Source: an optimization exercise on an open RTL-to-GDS flow (aim: small area and a short achievable clock period). Production flows keep margins and buffers that such runs may drop.
No run shown here included a check of the RTL's function; only the layout flow was run.

### design/flow/design.v
module square_cell #(
	parameter J = 1
)(
	input  [J:0]   r,      
	input  [J-1:0] q,      
	input  [1:0]   b,      
	output [J+1:0] nr,
	output [J:0]   nq
);
	wire [J+1:0] s = {1'b0, r} + {1'b0, 1'b1, ~q} + {{(J+1){1'b0}}, |b};
	wire ge = s[J+1];
	assign nq = {q, ge};
	assign nr[1:0]   = ge ? {~(b[1] ^ b[0]), ~b[0]} : b;
	assign nr[J+1:2] = ge ? s[J-1:0] : r[J-1:0];
endmodule
module square_extractor #(
	parameter WIDTH = 32
)(
	input clk,     
	input rst_n,   
	input din_valid,
	input [2 * WIDTH - 1:0]radicand,
	output dout_valid,
	output [WIDTH - 1:0]dout,
	output [2 * WIDTH - 1:0]remainder
);
	wire [0:0] q_1;
	wire [1:0] r_1;
	wire [61:0] x_1 = radicand[61:0];
	assign q_1 = |radicand[63:62];
	assign r_1 = {radicand[63] & radicand[62], radicand[63] & ~radicand[62]};
	reg v_s0;
	reg [0:0] q_s0;
	reg [1:0] r_s0;
	reg [61:0] x_s0;
	always @(posedge clk or negedge rst_n)
		if (!rst_n) v_s0 <= 1'b0;
		else v_s0 <= din_valid;
	always @(posedge clk) begin q_s0 <= q_1; r_s0 <= r_1; x_s0 <= x_1; end
	wire [0:0] q_1_s = q_s0;
	wire [1:0] r_1_s = r_s0;
	wire [61:0] x_1_s = x_s0;
	wire [1:0] q_2;
	wire [2:0] r_2;
	wire [59:0] x_2 = x_1_s[59:0];
	square_cell #(.J(1)) u_row1 (.r(r_1_s), .q(q_1_s), .b(x_1_s[61:60]), .nr(r_2), .nq(q_2));
	reg v_s1;
	reg [1:0] q_s1;
	reg [2:0] r_s1;
	reg [59:0] x_s1;
	always @(posedge clk or negedge rst_n)
		if (!rst_n) v_s1 <= 1'b0;
		else v_s1 <= v_s0;
	always @(posedge clk) begin q_s1 <= q_2; r_s1 <= r_2; x_s1 <= x_2; end
	wire [1:0] q_2_s = q_s1;
	wire [2:0] r_2_s = r_s1;
	wire [59:0] x_2_s = x_s1;
	wire [2:0] q_3;
	wire [3:0] r_3;
	wire [57:0] x_3 = x_2_s[57:0];
	square_cell #(.J(2)) u_row2 (.r(r_2_s), .q(q_2_s), .b(x_2_s[59:58]), .nr(r_3), .nq(q_3));
	reg v_s2;
	reg [2:0] q_s2;
	reg [3:0] r_s2;
	reg [57:0] x_s2;
	always @(posedge clk or negedge rst_n)
		if (!rst_n) v_s2 <= 1'b0;
		else v_s2 <= v_s1;
	always @(posedge clk) begin q_s2 <= q_3; r_s2 <= r_3; x_s2 <= x_3; end
	wire [2:0] q_3_s = q_s2;
	wire [3:0] r_3_s = r_s2;
	wire [57:0] x_3_s = x_s2;
	wire [3:0] q_4;
	wire [4:0] r_4;
	wire [55:0] x_4 = x_3_s[55:0];
	square_cell #(.J(3)) u_row3 (.r(r_3_s), .q(q_3_s), .b(x_3_s[57:56]), .nr(r_4), .nq(q_4));
	reg v_s3;
	reg [3:0] q_s3;
	reg [4:0] r_s3;
	reg [55:0] x_s3;
	always @(posedge clk or negedge rst_n)
		if (!rst_n) v_s3 <= 1'b0;
		else v_s3 <= v_s2;
	always @(posedge clk) begin q_s3 <= q_4; r_s3 <= r_4; x_s3 <= x_4; end
	wire [3:0] q_4_s = q_s3;
	wire [4:0] r_4_s = r_s3;
	wire [55:0] x_4_s = x_s3;
	wire [4:0] q_5;
	wire [5:0] r_5;
	wire [53:0] x_5 = x_4_s[53:0];
	square_cell #(.J(4)) u_row4 (.r(r_4_s), .q(q_4_s), .b(x_4_s[55:54]), .nr(r_5), .nq(q_5));
	reg v_s4;
	reg [4:0] q_s4;
	reg [5:0] r_s4;
	reg [53:0] x_s4;
	always @(posedge clk or negedge rst_n)
		if (!rst_n) v_s4 <= 1'b0;
		else v_s4 <= v_s3;
	always @(posedge clk) begin q_s4 <= q_5; r_s4 <= r_5; x_s4 <= x_5; end
	wire [4:0] q_5_s = q_s4;
	wire [5:0] r_5_s = r_s4;
	wire [53:0] x_5_s = x_s4;
	wire [5:0] q_6;
	wire [6:0] r_6;
	wire [51:0] x_6 = x_5_s[51:0];
	square_cell #(.J(5)) u_row5 (.r(r_5_s), .q(q_5_s), .b(x_5_s[53:52]), .nr(r_6), .nq(q_6));
	reg v_s5;
	reg [5:0] q_s5;
	reg [6:0] r_s5;
	reg [51:0] x_s5;
	always @(posedge clk or negedge rst_n)
		if (!rst_n) v_s5 <= 1'b0;
		else v_s5 <= v_s4;
	always @(posedge clk) begin q_s5 <= q_6; r_s5 <= r_6; x_s5 <= x_6; end
	wire [5:0] q_6_s = q_s5;
	wire [6:0] r_6_s = r_s5;
	wire [51:0] x_6_s = x_s5;
	wire [6:0] q_7;
	wire [7:0] r_7;
	wire [49:0] x_7 = x_6_s[49:0];
	square_cell #(.J(6)) u_row6 (.r(r_6_s), .q(q_6_s), .b(x_6_s[51:50]), .nr(r_7), .nq(q_7));
	reg v_s6;
	reg [6:0] q_s6;
	reg [7:0] r_s6;
	reg [49:0] x_s6;
	always @(posedge clk or negedge rst_n)
		if (!rst_n) v_s6 <= 1'b0;
		else v_s6 <= v_s5;
	always @(posedge clk) begin q_s6 <= q_7; r_s6 <= r_7; x_s6 <= x_7; end
	wire [6:0] q_7_s = q_s6;
	wire [7:0] r_7_s = r_s6;
	wire [49:0] x_7_s = x_s6;
	wire [7:0] q_8;
	wire [8:0] r_8;
	wire [47:0] x_8 = x_7_s[47:0];
	square_cell #(.J(7)) u_row7 (.r(r_7_s), .q(q_7_s), .b(x_7_s[49:48]), .nr(r_8), .nq(q_8));
	reg v_s7;
	reg [7:0] q_s7;
	reg [8:0] r_s7;
	reg [47:0] x_s7;
	always @(posedge clk or negedge rst_n)
		if (!rst_n) v_s7 <= 1'b0;
		else v_s7 <= v_s6;
	always @(posedge clk) begin q_s7 <= q_8; r_s7 <= r_8; x_s7 <= x_8; end
	wire [7:0] q_8_s = q_s7;
	wire [8:0] r_8_s = r_s7;
	wire [47:0] x_8_s = x_s7;
	wire [8:0] q_9;
	wire [9:0] r_9;
	wire [45:0] x_9 = x_8_s[45:0];
	square_cell #(.J(8)) u_row8 (.r(r_8_s), .q(q_8_s), .b(x_8_s[47:46]), .nr(r_9), .nq(q_9));
	reg v_s8;
	reg [8:0] q_s8;
	reg [9:0] r_s8;
	reg [45:0] x_s8;
	always @(posedge clk or negedge rst_n)
		if (!rst_n) v_s8 <= 1'b0;
		else v_s8 <= v_s7;
	always @(posedge clk) begin q_s8 <= q_9; r_s8 <= r_9; x_s8 <= x_9; end
	wire [8:0] q_9_s = q_s8;
	wire [9:0] r_9_s = r_s8;
	wire [45:0] x_9_s = x_s8;
	wire [9:0] q_10;
	wire [10:0] r_10;
	wire [43:0] x_10 = x_9_s[43:0];
	square_cell #(.J(9)) u_row9 (.r(r_9_s), .q(q_9_s), .b(x_9_s[45:44]), .nr(r_10), .nq(q_10));
	reg v_s9;
	reg [9:0] q_s9;
	reg [10:0] r_s9;
	reg [43:0] x_s9;
	always @(posedge clk or negedge rst_n)
		if (!rst_n) v_s9 <= 1'b0;
		else v_s9 <= v_s8;
	always @(posedge clk) begin q_s9 <= q_10; r_s9 <= r_10; x_s9 <= x_10; end
	wire [9:0] q_10_s = q_s9;
	wire [10:0] r_10_s = r_s9;
	wire [43:0] x_10_s = x_s9;
	wire [10:0] q_11;
	wire [11:0] r_11;
	wire [41:0] x_11 = x_10_s[41:0];
	square_cell #(.J(10)) u_row10 (.r(r_10_s), .q(q_10_s), .b(x_10_s[43:42]), .nr(r_11), .nq(q_11));
	reg v_s10;
	reg [10:0] q_s10;
	reg [11:0] r_s10;
	reg [41:0] x_s10;
	always @(posedge clk or negedge rst_n)
		if (!rst_n) v_s10 <= 1'b0;
		else v_s10 <= v_s9;
	always @(posedge clk) begin q_s10 <= q_11; r_s10 <= r_11; x_s10 <= x_11; end
	wire [10:0] q_11_s = q_s10;
	wire [11:0] r_11_s = r_s10;
	wire [41:0] x_11_s = x_s10;
	wire [11:0] q_12;
	wire [12:0] r_12;
	wire [39:0] x_12 = x_11_s[39:0];
	square_cell #(.J(11)) u_row11 (.r(r_11_s), .q(q_11_s), .b(x_11_s[41:40]), .nr(r_12), .nq(q_12));
	reg v_s11;
	reg [11:0] q_s11;
	reg [12:0] r_s11;
	reg [39:0] x_s11;
	always @(posedge clk or negedge rst_n)
		if (!rst_n) v_s11 <= 1'b0;
		else v_s11 <= v_s10;
	always @(posedge clk) begin q_s11 <= q_12; r_s11 <= r_12; x_s11 <= x_12; end
	wire [11:0] q_12_s = q_s11;
	wire [12:0] r_12_s = r_s11;
	wire [39:0] x_12_s = x_s11;
	wire [12:0] q_13;
	wire [13:0] r_13;
	wire [37:0] x_13 = x_12_s[37:0];
	square_cell #(.J(12)) u_row12 (.r(r_12_s), .q(q_12_s), .b(x_12_s[39:38]), .nr(r_13), .nq(q_13));
	reg v_s12;
	reg [12:0] q_s12;
	reg [13:0] r_s12;
	reg [37:0] x_s12;
	always @(posedge clk or negedge rst_n)
		if (!rst_n) v_s12 <= 1'b0;
		else v_s12 <= v_s11;
	always @(posedge clk) begin q_s12 <= q_13; r_s12 <= r_13; x_s12 <= x_13; end
	wire [12:0] q_13_s = q_s12;
	wire [13:0] r_13_s = r_s12;
	wire [37:0] x_13_s = x_s12;
	wire [13:0] q_14;
	wire [14:0] r_14;
	wire [35:0] x_14 = x_13_s[35:0];
	square_cell #(.J(13)) u_row13 (.r(r_13_s), .q(q_13_s), .b(x_13_s[37:36]), .nr(r_14), .nq(q_14));
	reg v_s13;
	reg [13:0] q_s13;
	reg [14:0] r_s13;
	reg [35:0] x_s13;
	always @(posedge clk or negedge rst_n)
		if (!rst_n) v_s13 <= 1'b0;
		else v_s13 <= v_s12;
	always @(posedge clk) begin q_s13 <= q_14; r_s13 <= r_14; x_s13 <= x_14; end
	wire [13:0] q_14_s = q_s13;
	wire [14:0] r_14_s = r_s13;
	wire [35:0] x_14_s = x_s13;
	wire [14:0] q_15;
	wire [15:0] r_15;
	wire [33:0] x_15 = x_14_s[33:0];
	square_cell #(.J(14)) u_row14 (.r(r_14_s), .q(q_14_s), .b(x_14_s[35:34]), .nr(r_15), .nq(q_15));
	reg v_s14;
	reg [14:0] q_s14;
	reg [15:0] r_s14;
	reg [33:0] x_s14;
	always @(posedge clk or negedge rst_n)
		if (!rst_n) v_s14 <= 1'b0;
		else v_s14 <= v_s13;
	always @(posedge clk) begin q_s14 <= q_15; r_s14 <= r_15; x_s14 <= x_15; end
	wire [14:0] q_15_s = q_s14;
	wire [15:0] r_15_s = r_s14;
	wire [33:0] x_15_s = x_s14;
	wire [15:0] q_16;
	wire [16:0] r_16;
	wire [31:0] x_16 = x_15_s[31:0];
	square_cell #(.J(15)) u_row15 (.r(r_15_s), .q(q_15_s), .b(x_15_s[33:32]), .nr(r_16), .nq(q_16));
	reg v_s15;
	reg [15:0] q_s15;
	reg [16:0] r_s15;
	reg [31:0] x_s15;
	always @(posedge clk or negedge rst_n)
		if (!rst_n) v_s15 <= 1'b0;
		else v_s15 <= v_s14;
	always @(posedge clk) begin q_s15 <= q_16; r_s15 <= r_16; x_s15 <= x_16; end
	wire [15:0] q_16_s = q_s15;
	wire [16:0] r_16_s = r_s15;
	wire [31:0] x_16_s = x_s15;
	wire [16:0] q_17;
	wire [17:0] r_17;
	wire [29:0] x_17 = x_16_s[29:0];
	square_cell #(.J(16)) u_row16 (.r(r_16_s), .q(q_16_s), .b(x_16_s[31:30]), .nr(r_17), .nq(q_17));
	reg v_s16;
	reg [16:0] q_s16;
	reg [17:0] r_s16;
	reg [29:0] x_s16;
	always @(posedge clk or negedge rst_n)
		if (!rst_n) v_s16 <= 1'b0;
		else v_s16 <= v_s15;
	always @(posedge clk) begin q_s16 <= q_17; r_s16 <= r_17; x_s16 <= x_17; end
	wire [16:0] q_17_s = q_s16;
	wire [17:0] r_17_s = r_s16;
	wire [29:0] x_17_s = x_s16;
	wire [17:0] q_18;
	wire [18:0] r_18;
	wire [27:0] x_18 = x_17_s[27:0];
	square_cell #(.J(17)) u_row17 (.r(r_17_s), .q(q_17_s), .b(x_17_s[29:28]), .nr(r_18), .nq(q_18));
	reg v_s17;
	reg [17:0] q_s17;
	reg [18:0] r_s17;
	reg [27:0] x_s17;
	always @(posedge clk or negedge rst_n)
		if (!rst_n) v_s17 <= 1'b0;
		else v_s17 <= v_s16;
	always @(posedge clk) begin q_s17 <= q_18; r_s17 <= r_18; x_s17 <= x_18; end
	wire [17:0] q_18_s = q_s17;
	wire [18:0] r_18_s = r_s17;
	wire [27:0] x_18_s = x_s17;
	wire [18:0] q_19;
	wire [19:0] r_19;
	wire [25:0] x_19 = x_18_s[25:0];
	square_cell #(.J(18)) u_row18 (.r(r_18_s), .q(q_18_s), .b(x_18_s[27:26]), .nr(r_19), .nq(q_19));
	reg v_s18;
	reg [18:0] q_s18;
	reg [19:0] r_s18;
	reg [25:0] x_s18;
	always @(posedge clk or negedge rst_n)
		if (!rst_n) v_s18 <= 1'b0;
		else v_s18 <= v_s17;
	always @(posedge clk) begin q_s18 <= q_19; r_s18 <= r_19; x_s18 <= x_19; end
	wire [18:0] q_19_s = q_s18;
	wire [19:0] r_19_s = r_s18;
	wire [25:0] x_19_s = x_s18;
	wire [19:0] q_20;
	wire [20:0] r_20;
	wire [23:0] x_20 = x_19_s[23:0];
	square_cell #(.J(19)) u_row19 (.r(r_19_s), .q(q_19_s), .b(x_19_s[25:24]), .nr(r_20), .nq(q_20));
	reg v_s19;
	reg [19:0] q_s19;
	reg [20:0] r_s19;
	reg [23:0] x_s19;
	always @(posedge clk or negedge rst_n)
		if (!rst_n) v_s19 <= 1'b0;
		else v_s19 <= v_s18;
	always @(posedge clk) begin q_s19 <= q_20; r_s19 <= r_20; x_s19 <= x_20; end
	wire [19:0] q_20_s = q_s19;
	wire [20:0] r_20_s = r_s19;
	wire [23:0] x_20_s = x_s19;
	wire [20:0] q_21;
	wire [21:0] r_21;
	wire [21:0] x_21 = x_20_s[21:0];
	square_cell #(.J(20)) u_row20 (.r(r_20_s), .q(q_20_s), .b(x_20_s[23:22]), .nr(r_21), .nq(q_21));
	reg v_s20;
	reg [20:0] q_s20;
	reg [21:0] r_s20;
	reg [21:0] x_s20;
	always @(posedge clk or negedge rst_n)
		if (!rst_n) v_s20 <= 1'b0;
		else v_s20 <= v_s19;
	always @(posedge clk) begin q_s20 <= q_21; r_s20 <= r_21; x_s20 <= x_21; end
	wire [20:0] q_21_s = q_s20;
	wire [21:0] r_21_s = r_s20;
	wire [21:0] x_21_s = x_s20;
	wire [21:0] q_22;
	wire [22:0] r_22;
	wire [19:0] x_22 = x_21_s[19:0];
	square_cell #(.J(21)) u_row21 (.r(r_21_s), .q(q_21_s), .b(x_21_s[21:20]), .nr(r_22), .nq(q_22));
	reg v_s21;
	reg [21:0] q_s21;
	reg [22:0] r_s21;
	reg [19:0] x_s21;
	always @(posedge clk or negedge rst_n)
		if (!rst_n) v_s21 <= 1'b0;
		else v_s21 <= v_s20;
	always @(posedge clk) begin q_s21 <= q_22; r_s21 <= r_22; x_s21 <= x_22; end
	wire [21:0] q_22_s = q_s21;
	wire [22:0] r_22_s = r_s21;
	wire [19:0] x_22_s = x_s21;
	wire [22:0] q_23;
	wire [23:0] r_23;
	wire [17:0] x_23 = x_22_s[17:0];
	square_cell #(.J(22)) u_row22 (.r(r_22_s), .q(q_22_s), .b(x_22_s[19:18]), .nr(r_23), .nq(q_23));
	reg v_s22;
	reg [22:0] q_s22;
	reg [23:0] r_s22;
	reg [17:0] x_s22;
	always @(posedge clk or negedge rst_n)
		if (!rst_n) v_s22 <= 1'b0;
		else v_s22 <= v_s21;
	always @(posedge clk) begin q_s22 <= q_23; r_s22 <= r_23; x_s22 <= x_23; end
	wire [22:0] q_23_s = q_s22;
	wire [23:0] r_23_s = r_s22;
	wire [17:0] x_23_s = x_s22;
	wire [23:0] q_24;
	wire [24:0] r_24;
	wire [15:0] x_24 = x_23_s[15:0];
	square_cell #(.J(23)) u_row23 (.r(r_23_s), .q(q_23_s), .b(x_23_s[17:16]), .nr(r_24), .nq(q_24));
	reg v_s23;
	reg [23:0] q_s23;
	reg [24:0] r_s23;
	reg [15:0] x_s23;
	always @(posedge clk or negedge rst_n)
		if (!rst_n) v_s23 <= 1'b0;
		else v_s23 <= v_s22;
	always @(posedge clk) begin q_s23 <= q_24; r_s23 <= r_24; x_s23 <= x_24; end
	wire [23:0] q_24_s = q_s23;
	wire [24:0] r_24_s = r_s23;
	wire [15:0] x_24_s = x_s23;
	wire [24:0] q_25;
	wire [25:0] r_25;
	wire [13:0] x_25 = x_24_s[13:0];
	square_cell #(.J(24)) u_row24 (.r(r_24_s), .q(q_24_s), .b(x_24_s[15:14]), .nr(r_25), .nq(q_25));
	reg v_s24;
	reg [24:0] q_s24;
	reg [25:0] r_s24;
	reg [13:0] x_s24;
	always @(posedge clk or negedge rst_n)
		if (!rst_n) v_s24 <= 1'b0;
		else v_s24 <= v_s23;
	always @(posedge clk) begin q_s24 <= q_25; r_s24 <= r_25; x_s24 <= x_25; end
	wire [24:0] q_25_s = q_s24;
	wire [25:0] r_25_s = r_s24;
	wire [13:0] x_25_s = x_s24;
	wire [25:0] q_26;
	wire [26:0] r_26;
	wire [11:0] x_26 = x_25_s[11:0];
	square_cell #(.J(25)) u_row25 (.r(r_25_s), .q(q_25_s), .b(x_25_s[13:12]), .nr(r_26), .nq(q_26));
	reg v_s25;
	reg [25:0] q_s25;
	reg [26:0] r_s25;
	reg [11:0] x_s25;
	always @(posedge clk or negedge rst_n)
		if (!rst_n) v_s25 <= 1'b0;
		else v_s25 <= v_s24;
	always @(posedge clk) begin q_s25 <= q_26; r_s25 <= r_26; x_s25 <= x_26; end
	wire [25:0] q_26_s = q_s25;
	wire [26:0] r_26_s = r_s25;
	wire [11:0] x_26_s = x_s25;
	wire [26:0] q_27;
	wire [27:0] r_27;
	wire [9:0] x_27 = x_26_s[9:0];
	square_cell #(.J(26)) u_row26 (.r(r_26_s), .q(q_26_s), .b(x_26_s[11:10]), .nr(r_27), .nq(q_27));
	reg v_s26;
	reg [26:0] q_s26;
	reg [27:0] r_s26;
	reg [9:0] x_s26;
	always @(posedge clk or negedge rst_n)
		if (!rst_n) v_s26 <= 1'b0;
		else v_s26 <= v_s25;
	always @(posedge clk) begin q_s26 <= q_27; r_s26 <= r_27; x_s26 <= x_27; end
	wire [26:0] q_27_s = q_s26;
	wire [27:0] r_27_s = r_s26;
	wire [9:0] x_27_s = x_s26;
	wire [27:0] q_28;
	wire [28:0] r_28;
	wire [7:0] x_28 = x_27_s[7:0];
	square_cell #(.J(27)) u_row27 (.r(r_27_s), .q(q_27_s), .b(x_27_s[9:8]), .nr(r_28), .nq(q_28));
	reg v_s27;
	reg [27:0] q_s27;
	reg [28:0] r_s27;
	reg [7:0] x_s27;
	always @(posedge clk or negedge rst_n)
		if (!rst_n) v_s27 <= 1'b0;
		else v_s27 <= v_s26;
	always @(posedge clk) begin q_s27 <= q_28; r_s27 <= r_28; x_s27 <= x_28; end
	wire [27:0] q_28_s = q_s27;
	wire [28:0] r_28_s = r_s27;
	wire [7:0] x_28_s = x_s27;
	wire [28:0] q_29;
	wire [29:0] r_29;
	wire [5:0] x_29 = x_28_s[5:0];
	square_cell #(.J(28)) u_row28 (.r(r_28_s), .q(q_28_s), .b(x_28_s[7:6]), .nr(r_29), .nq(q_29));
	reg v_s28;
	reg [28:0] q_s28;
	reg [29:0] r_s28;
	reg [5:0] x_s28;
	always @(posedge clk or negedge rst_n)
		if (!rst_n) v_s28 <= 1'b0;
		else v_s28 <= v_s27;
	always @(posedge clk) begin q_s28 <= q_29; r_s28 <= r_29; x_s28 <= x_29; end
	wire [28:0] q_29_s = q_s28;
	wire [29:0] r_29_s = r_s28;
	wire [5:0] x_29_s = x_s28;
	wire [29:0] q_30;
	wire [30:0] r_30;
	wire [3:0] x_30 = x_29_s[3:0];
	square_cell #(.J(29)) u_row29 (.r(r_29_s), .q(q_29_s), .b(x_29_s[5:4]), .nr(r_30), .nq(q_30));
	reg v_s29;
	reg [29:0] q_s29;
	reg [30:0] r_s29;
	reg [3:0] x_s29;
	always @(posedge clk or negedge rst_n)
		if (!rst_n) v_s29 <= 1'b0;
		else v_s29 <= v_s28;
	always @(posedge clk) begin q_s29 <= q_30; r_s29 <= r_30; x_s29 <= x_30; end
	wire [29:0] q_30_s = q_s29;
	wire [30:0] r_30_s = r_s29;
	wire [3:0] x_30_s = x_s29;
	wire [30:0] q_31;
	wire [31:0] r_31;
	wire [1:0] x_31 = x_30_s[1:0];
	square_cell #(.J(30)) u_row30 (.r(r_30_s), .q(q_30_s), .b(x_30_s[3:2]), .nr(r_31), .nq(q_31));
	reg v_s30;
	reg [30:0] q_s30;
	reg [31:0] r_s30;
	reg [1:0] x_s30;
	always @(posedge clk or negedge rst_n)
		if (!rst_n) v_s30 <= 1'b0;
		else v_s30 <= v_s29;
	always @(posedge clk) begin q_s30 <= q_31; r_s30 <= r_31; x_s30 <= x_31; end
	wire [30:0] q_31_s = q_s30;
	wire [31:0] r_31_s = r_s30;
	wire [1:0] x_31_s = x_s30;
	wire [31:0] q_32;
	wire [32:0] r_32;
	square_cell #(.J(31)) u_row31 (.r(r_31_s), .q(q_31_s), .b(x_31_s[1:0]), .nr(r_32), .nq(q_32));
	reg v_s31;
	reg [31:0] q_s31;
	reg [32:0] r_s31;
	always @(posedge clk or negedge rst_n)
		if (!rst_n) v_s31 <= 1'b0;
		else v_s31 <= v_s30;
	always @(posedge clk) begin q_s31 <= q_32; r_s31 <= r_32; end
	wire [31:0] q_32_s = q_s31;
	wire [32:0] r_32_s = r_s31;
	assign dout_valid = v_s31;
	assign dout = q_32_s;
	assign remainder = {31'b0, r_32_s};
endmodule
### design/flow/run.sh
#!/bin/bash
# synth_recipe.tcl (not shown) runs the flow's synth.tcl, then flattens the netlist and writes it again
# the make line also repeats each setting of config.mk as NAME=value (left out here)
make -C /OpenROAD-flow-scripts/flow DESIGN_CONFIG=/design/flow/config.mk WORK_HOME=/design/flow/orfs CLKGATE_MAP_FILE= SYNTH_SCRIPT=/design/flow/synth_recipe.tcl finish
### design/flow/config.mk
export PLATFORM = sky130hd
export DESIGN_NAME = square_extractor
export DESIGN_NICKNAME = square_extractor
export VERILOG_FILES = /design/flow/design.v
export SDC_FILE = /design/flow/constraint.sdc
export NUM_CORES = 8
export LEC_CHECK = 0
export ABC_AREA = 1
export CAP_MARGIN = 20
export CORE_MARGIN = 2
export CORE_UTILIZATION = 40
export SETUP_SLACK_MARGIN = 3.0
export SLEW_MARGIN = 20
### design/flow/constraint.sdc
create_clock -name core_clock -period 5.5 [get_ports {clk}]
set_input_delay 1.1000 -clock core_clock [delete_from_list [all_inputs] [get_ports {clk}]]
set_output_delay 1.1000 -clock core_clock [all_outputs]
set_load 0.01 [all_outputs]
==> run notes, run 1 <==
skew final=0.0489 ns; Max-slew headroom=43.7%; top cell type's share of synthesized area=50.9%; Area growth, synth to finish=18.1%; Final min period=2.50 ns; Residual DRC=0; hold slack=0.299 ns; most frequent cells in the layout=nand2_1 (2704), dfxtp_1 (2046), inv_1 (1562); initial antenna violation count=3; HP Start=x_s17[18]; Routability Congestion=0.893; R2R depth=15; drt total wl=213000 um; Yosys cell types=51; TritonRoute pass-1 iters=8; Crit. End Element=flip-flop; Core Footprint=204000 um2; commonest non-fill, non-tap cell in the layout=nand2_1; CP Class=reg -> reg; Mapped Cells=9854; register area share after synthesis=51.9%; multiplexer share of the synthesized area=0%; Layout Cells excl Fill=13.2k; crit path DAT=about 3.3 ns; Clock Pin Slew Worst Setup and Hold Paths=around 0.07 ns; Die ar.=208000 um2; Antenna Nets Post-Route=0; Max Transition Viols Final=0; Clock Root Buffer=clkbuf_16; Avg Inst Size Synth=around 8.3 um2; die width=456 um; Yosys warnings=1; EDFF count, synth=0; final hold violation count=0; RSZ-0062 raised after global routing=yes; launch point of the worst path=x_s22[17]; fmax=400 MHz; Die Ht=around 460 um; Clock Latency Late Sink=a little under 0.9 ns; adder-cell share of the synthesized area=a little under a tenth; total grt overflow=0; post-detailed-route wirelength per cell=16.2 um; Num CTS Buffers=about 210; RR Startpoint=x_s22[17]; Compound-Gate Fraction of Synth Area=5.50%; placed instance count=12.6k; Setup violations, final=0; nets=~11k; worst-path fanout max=6; Bufs on Longest Clock Path=3; fin crit share=between 40% and 50%; worst-margin pin slew=about 0.84 ns; vias after detailed routing=61.4k; CTS tree=done; startpoint types=flip-flop; combinational family with the most area after synthesis=simple AND/OR/NAND/NOR gates; Std-Cell Rows=166; first-pass GRT wire length=~330000 um; leading area contributor after synthesis=dfxtp_1; r2r endpoint=r_s23[10]; Port Buffer Count=132; H-tree levels=4; Synth area leaders=dfxtp_1 (51%), nand2_1 (13%), ha_1 (7.6%); GRT Overall Usage=19.8%; Setup TNS=0 ns; vias per inst=4.67; maxcap violations=0; Final HPWL DP=159000 um; Worst R2R Setup Slack=approximately 3.0 ns; # IOs=164; mapped cell area=81800 um2; Starting Density=about two fifths; Post-synth top flop=dfxtp_1; share of cells above drive strength 1=9.89%; HP Class=reg -> reg; Worst EP required=6.28 ns; vias in the first global route=59.8k; status=no timing/DRC/antenna violations; CTS Sinks=2112; synthesized flop and latch total=2112; simple logic cell fraction of the synthesized area=22.3%; largest net degree at the start of global routing=46; ys async rst share=1.52%; DR iter-0 viols=between 3k and 4k; crit path to=r_s23[10]; XOR/XNOR Fraction of Synth Area=2.77%
[layout make-up]
type | count | area [um2]
flip-flops and latches | 2112 | 42500
clock inverters | 83 | 1390
inverters | 1605 | 6180
diodes | 1 | 2.50
multi-input cells | 6072 | 34400
fillers | 19749 | 107000
repair buffers | 281 | 2570
clock buffers | 297 | 6010
well taps | 2688 | 3360
repair inverters | 15 | 189
[cell families after synthesis]
family / after synthesis
buf+inv: 1733
fa+ha+maj: 555
flops: 2112
xor+xnor: 259
other cells: 1
compound gates: 816
simple gates: 4378
[cells in the mapped netlist (54+ instances only)]
| master | n |
|---|---|
| a21oi_1 | 439 |
| buf_4 | 54 |
| dfxtp_1 | 2080 |
| fa_1 | 60 |
| ha_1 | 495 |
| inv_1 | 1590 |
| nand2_1 | 2827 |
| nand3_1 | 601 |
| nand3b_1 | 87 |
| nand4_1 | 123 |
| nor2_1 | 598 |
| nor3_1 | 57 |
| o21ai_0 | 184 |
| o21ai_1 | 61 |
| o21bai_1 | 58 |
| xnor2_1 | 94 |
| xor2_1 | 165 |
[critical path, cell delays in order (launching register included)]
cell,delay (ns)
dfxtp_2,0.33
inv_2,0.06
ha_4,0.13
inv_2,0.03
fa_2,0.40
fa_2,0.41
nand2_2,0.09
nand3_4,0.08
nand2_4,0.09
o21ai_4,0.08
nand2_2,0.11
nand3_4,0.20
buf_12,0.23
clkinv_8,0.07
nand2_1,0.04
o21ai_1,0.07
[layer usage]
layer	track usage [%]	wire length, um	vias to the layer above
li1	-	-	31614
met1	26.2	98200	28206
met2	33.7	100000	1310
met3	2.67	9460	296
met4	5.59	5110	0
met5	0	0	-
[how the worst min path moves through the flow]
stage,endpoint,cells after the start
finish,x_s18[18],0
global route,x_s15[31],0
CTS,x_s18[18],0
detailed placement,x_s25[9],0
global placement,x_s5[0],0
floorplan,x_s10[0],0
[through the flow]
step	setup slack, ns	util (%)	area [um2]
2_1_floorplan	3.08	-	81900
3_3_place_gp	2.13	42.0	85700
3_5_place_dp	2.08	42.0	85700
4_1_cts	2.98	46.4	94600
5_1_grt	2.88	47.4	96600
6_report	3.00	47.4	96600
[sequential cells by signal, summed over array words and instances (netlist names), 44 cells and up]
| name | count |
|---|---|
| x_s0 | 62 |
| x_s5 | 52 |
| x_s1 | 60 |
| x_s3 | 56 |
| x_s4 | 54 |
| x_s6 | 50 |
| x_s9 | 44 |
| x_s2 | 58 |
| x_s7 | 48 |
| x_s8 | 46 |
[timing repair]
item / 4_1_cts / 5_1_grt
pin swaps: 35 / 122
resized for setup: 475 / 333
setup buffers: 72 / 69
hold buffers: 0 / 0
endpoints found under the setup margin: 600 / 491
cloned: 29 / 23
==> run 2: changes to the inputs <==
--- a/design/flow/config.mk
+++ b/design/flow/config.mk
@@ -11,3 +11,3 @@
 export CORE_UTILIZATION = 40
-export SETUP_SLACK_MARGIN = 3.0
+export SETUP_SLACK_MARGIN = 2.0
 export SLEW_MARGIN = 20
==> run 2 against run 1 <==
Against the previous run: worst setup slack got worse by 0.68 ns; fmax fell by 21%; highest routed layer unchanged; core utilization fell by 1.7 points; synthesized cell count did not move; global-route usage fell by 0.67 points; die area did not move; synthesized area did not move; non-clock buffer count fell by 144; critical path depth fell by 2; sequential share of layout area rose by 1.6 points; count of clock-buffer cells in the layout did not move.
==> run notes, run 2 <==
skew final=0.0498 ns (was 0.0489 ns); Core Footprint=204000 um2 (unchanged); vias in the first global route=58.5k (was 59.8k); TritonRoute pass-1 iters=6 (was 8); most used cell along the critical path=nand2_1; Bufs on Longest Clock Path=3 (unchanged); Area growth, synth to finish=13.9% (was 18.1%); final hold violation count=0 (unchanged); crit path DAT=3.87 ns (was 3.28 ns); DR iter-0 viols=3944 (was 3963); post-detailed-route wirelength per cell=15.5 um (was 16.2 um); Num CTS Buffers=209 (unchanged); Worst path slowest cell=inv_4 (was fa_2); Starting Density=40.1% (unchanged); first-pass GRT wire length=319000 um (was 329000 um); EDFF count, synth=0 (unchanged); die width=456 um (unchanged); share of cells above drive strength 1=4.34% (was 9.89%); CTS tree=done (unchanged); max reg flops=62 (unchanged); most frequent cell after synthesis=nand2_1 (unchanged); crit-path cells=inv_1 > ha_1 > inv_1 > fa_1 > fa_1 > nand2_1 > nand3_1 > nand2_1 > o21ai_2 > nand2_1 > nand3_2 > inv_4 > o21ai_0 (was inv_2 > ha_4 > inv_2 > fa_2 > fa_2 > nand2_2 > nand3_4 > nand2_4 > o21ai_4 > nand2_2 > nand3_4 > buf_12 > clkinv_8 > nand2_1 > o21ai_1); register area share after synthesis=51.9% (unchanged); CP Class=reg -> reg (unchanged); hold endpoint=x_s18[18] (unchanged); leading area contributor after synthesis=dfxtp_1 (unchanged); Die ar.=208000 um2 (unchanged); Die Ht=456 um (unchanged); largest net degree at the start of global routing=46 (unchanged); drt total wl=201000 um (was 213000 um); maxcap violations=0 (unchanged); worst stage delay on the critical path=0.49 ns (was 0.41 ns); hold depth=0 (unchanged); total grt overflow=0 (unchanged); Routability Congestion=0.893 (unchanged); Max-slew headroom=32.3% (was 43.7%); Max Transition Viols Final=0 (unchanged); vias per inst=4.62 (was 4.67); cts hold-fix bufs=0 (unchanged); H-tree levels=4 (unchanged); GRT Overall Usage=19.2% (was 19.8%); Final min period=3.17 ns (was 2.50 ns); Final Cell Area=93200 um2 (was 96600 um2); RSZ-0062 raised after global routing=no (was yes); hold slack=0.301 ns (was 0.299 ns); Antenna Nets Post-Route=0 (unchanged); RR Startpoint=x_s22[16] (was x_s22[17]); HP Class=reg -> reg (unchanged); Synth area leaders=dfxtp_1 (51%), nand2_1 (13%), ha_1 (7.6%) (unchanged); worst-path fanout max=35 (was 6); Worst R2R Setup Slack=2.33 ns (was 3.00 ns); Setup TNS=0 ns (unchanged); placed cell area=85700 um2 (unchanged); Residual DRC=0 (unchanged); vias after detailed routing=59.9k (was 61.4k); Post-synth top flop=dfxtp_1 (unchanged); startpoint types=flip-flop (unchanged); Std-Cell Rows=166 (unchanged); worst-margin pin slew=1.01 ns (was 0.841 ns); synthesized flop and latch total=2112 (unchanged); Clock Pin Slew Worst Setup and Hold Paths=0.07 ns (about the same); Yosys cell types=51 (unchanged); R2R depth=13 (was 15); Synth top cells by count=nand2_1 (2827), dfxtp_1 (2080), inv_1 (1590) (unchanged); Mapped Cells=9854 (unchanged); Clock Latency Late Sink=0.86 ns (was 0.87 ns); Crit. End Element=flip-flop (unchanged); initial antenna violation count=3 (unchanged); # IOs=164 (unchanged); Largest regs=x_s0: 62 flops, x_s1: 60 flops, x_s2: 58 flops (unchanged); nets=10.7k (was 10.9k); r2r endpoint=r_s23[12] (was r_s23[10]); mapped cell area=81800 um2 (unchanged); most frequent cells in the layout=nand2_1 (2826), dfxtp_1 (2080), inv_1 (1590) (was nand2_1 (2704), dfxtp_1 (2046), inv_1 (1562)); Clock Root Buffer=clkbuf_16 (unchanged); Avg Inst Size Synth=8.30 um2 (unchanged); commonest non-fill, non-tap cell in the layout=nand2_1 (unchanged); status=no timing/DRC/antenna violations (unchanged); CTS Sinks=2112 (unchanged); top cell type's share of synthesized area=50.9% (unchanged); Yosys warnings=1 (unchanged); Setup violations, final=0 (unchanged); fmax=315 MHz (was 400 MHz); fin crit share=57.7% (was 45.4%); HP Start=x_s17[18] (unchanged); ys async rst share=1.52% (unchanged); Worst EP required=6.20 ns (was 6.28 ns); Final HPWL DP=159000 um (unchanged); Port Buffer Count=132 (unchanged); Most flops, register=x_s0 (unchanged)
[run 2: cell counts after synthesis]
Identical to the previous run, type by type.
[run 2: per-layer routing]
metal,vias up,routed length [um],GRT usage (%)
met5,-,0,0
met4,0,4860,5.49
met3,279,8780,2.69
met2,1187,94600,32.7
met1,27250,92900,25.2
li1,31146,-,-
[run 2: cell families after synthesis]
| family | share of synthesized area (%) |
|---|---|
| fa+ha+maj | 9.04 |
| flops | 51.9 |
| other cells | 0.00458 |
| compound gates | 5.50 |
| buf+inv | 8.52 |
| simple gates | 22.3 |
| xor+xnor | 2.77 |
[run 2: cell type report]
| cell class | count | area (um2) |
|---|---|---|
| multi-input cells | 6039 | 32600 |
| clock buffers | 297 | 6010 |
| clock inverters | 83 | 1390 |
| inverters | 1605 | 6040 |
| flip-flops and latches | 2112 | 42400 |
| diodes | 1 | 2.50 |
| well taps | 2688 | 3360 |
| fillers | 19994 | 111000 |
| repair buffers | 137 | 1370 |
[run 2: repair_timing]
action                                  CTS  global route
setup buffers                             0             0
resized for setup                         0            11
endpoints found under the setup margin    0           180
[run 2: per-stage QoR]
step	std cells	setup WS (ns)	utilization (%)
after floorplan	9884	3.08	-
after global placement	12580	2.13	42.0
after detailed placement	12580	2.08	42.0
after CTS	12960	2.06	45.7
after global routing	12962	2.01	45.7
final	12962	2.33	45.7
[run 2: worst max-delay path by stage]
stage              start   endpoint  slack [ns]  depth (start not counted)
2_1_floorplan  x_s14[32]  r_s15[13]        3.08                         15
3_3_place_gp    q_s23[3]  r_s24[25]        2.13                         12
3_5_place_dp    x_s26[8]  r_s27[19]        2.08                         16
4_1_cts         x_s26[8]  r_s27[22]        2.06                         16
5_1_grt         x_s30[0]  r_s31[12]        2.01                         18
6_report       x_s22[16]  r_s23[12]        2.33                         13
[run 2: critical path: cells and delay by family, from the launching register on]
kind / cells / cell delay [ns]
AO/OA/AOI/OAI: 2 / 0.29
adder cells (fa/ha/maj): 3 / 0.96
buffers and inverters: 3 / 0.60
flip-flops: 1 / 0.32
AND/OR/NAND/NOR: 5 / 0.86

static timing again, ports no longer ideal:
How much do the figures lean on ideal ports? The routed layouts below were timed once more, with nothing changed but the port constraints.
Step 1 sets driving cells, clkbuf_16 on the clock port and buf_2 on the other inputs (assumed; they add their load-dependent delay and slew).
Step 2 also shifts input and output timing later by t, the mid clock arrival at the registers, as if the neighbouring blocks saw the same clock.
Three values: ideal, step 1, step 2; two values: the first two.
run | t (ns) | setup WS [ns] | worst setup path after step 2
run 1 | 0.927 | 3.002 / 2.971 / 3.002 | register to register
run 2 | 0.924 | 2.327 / 2.327 / 2.327 | register to register
After both steps setup and hold are still met in every run listed.
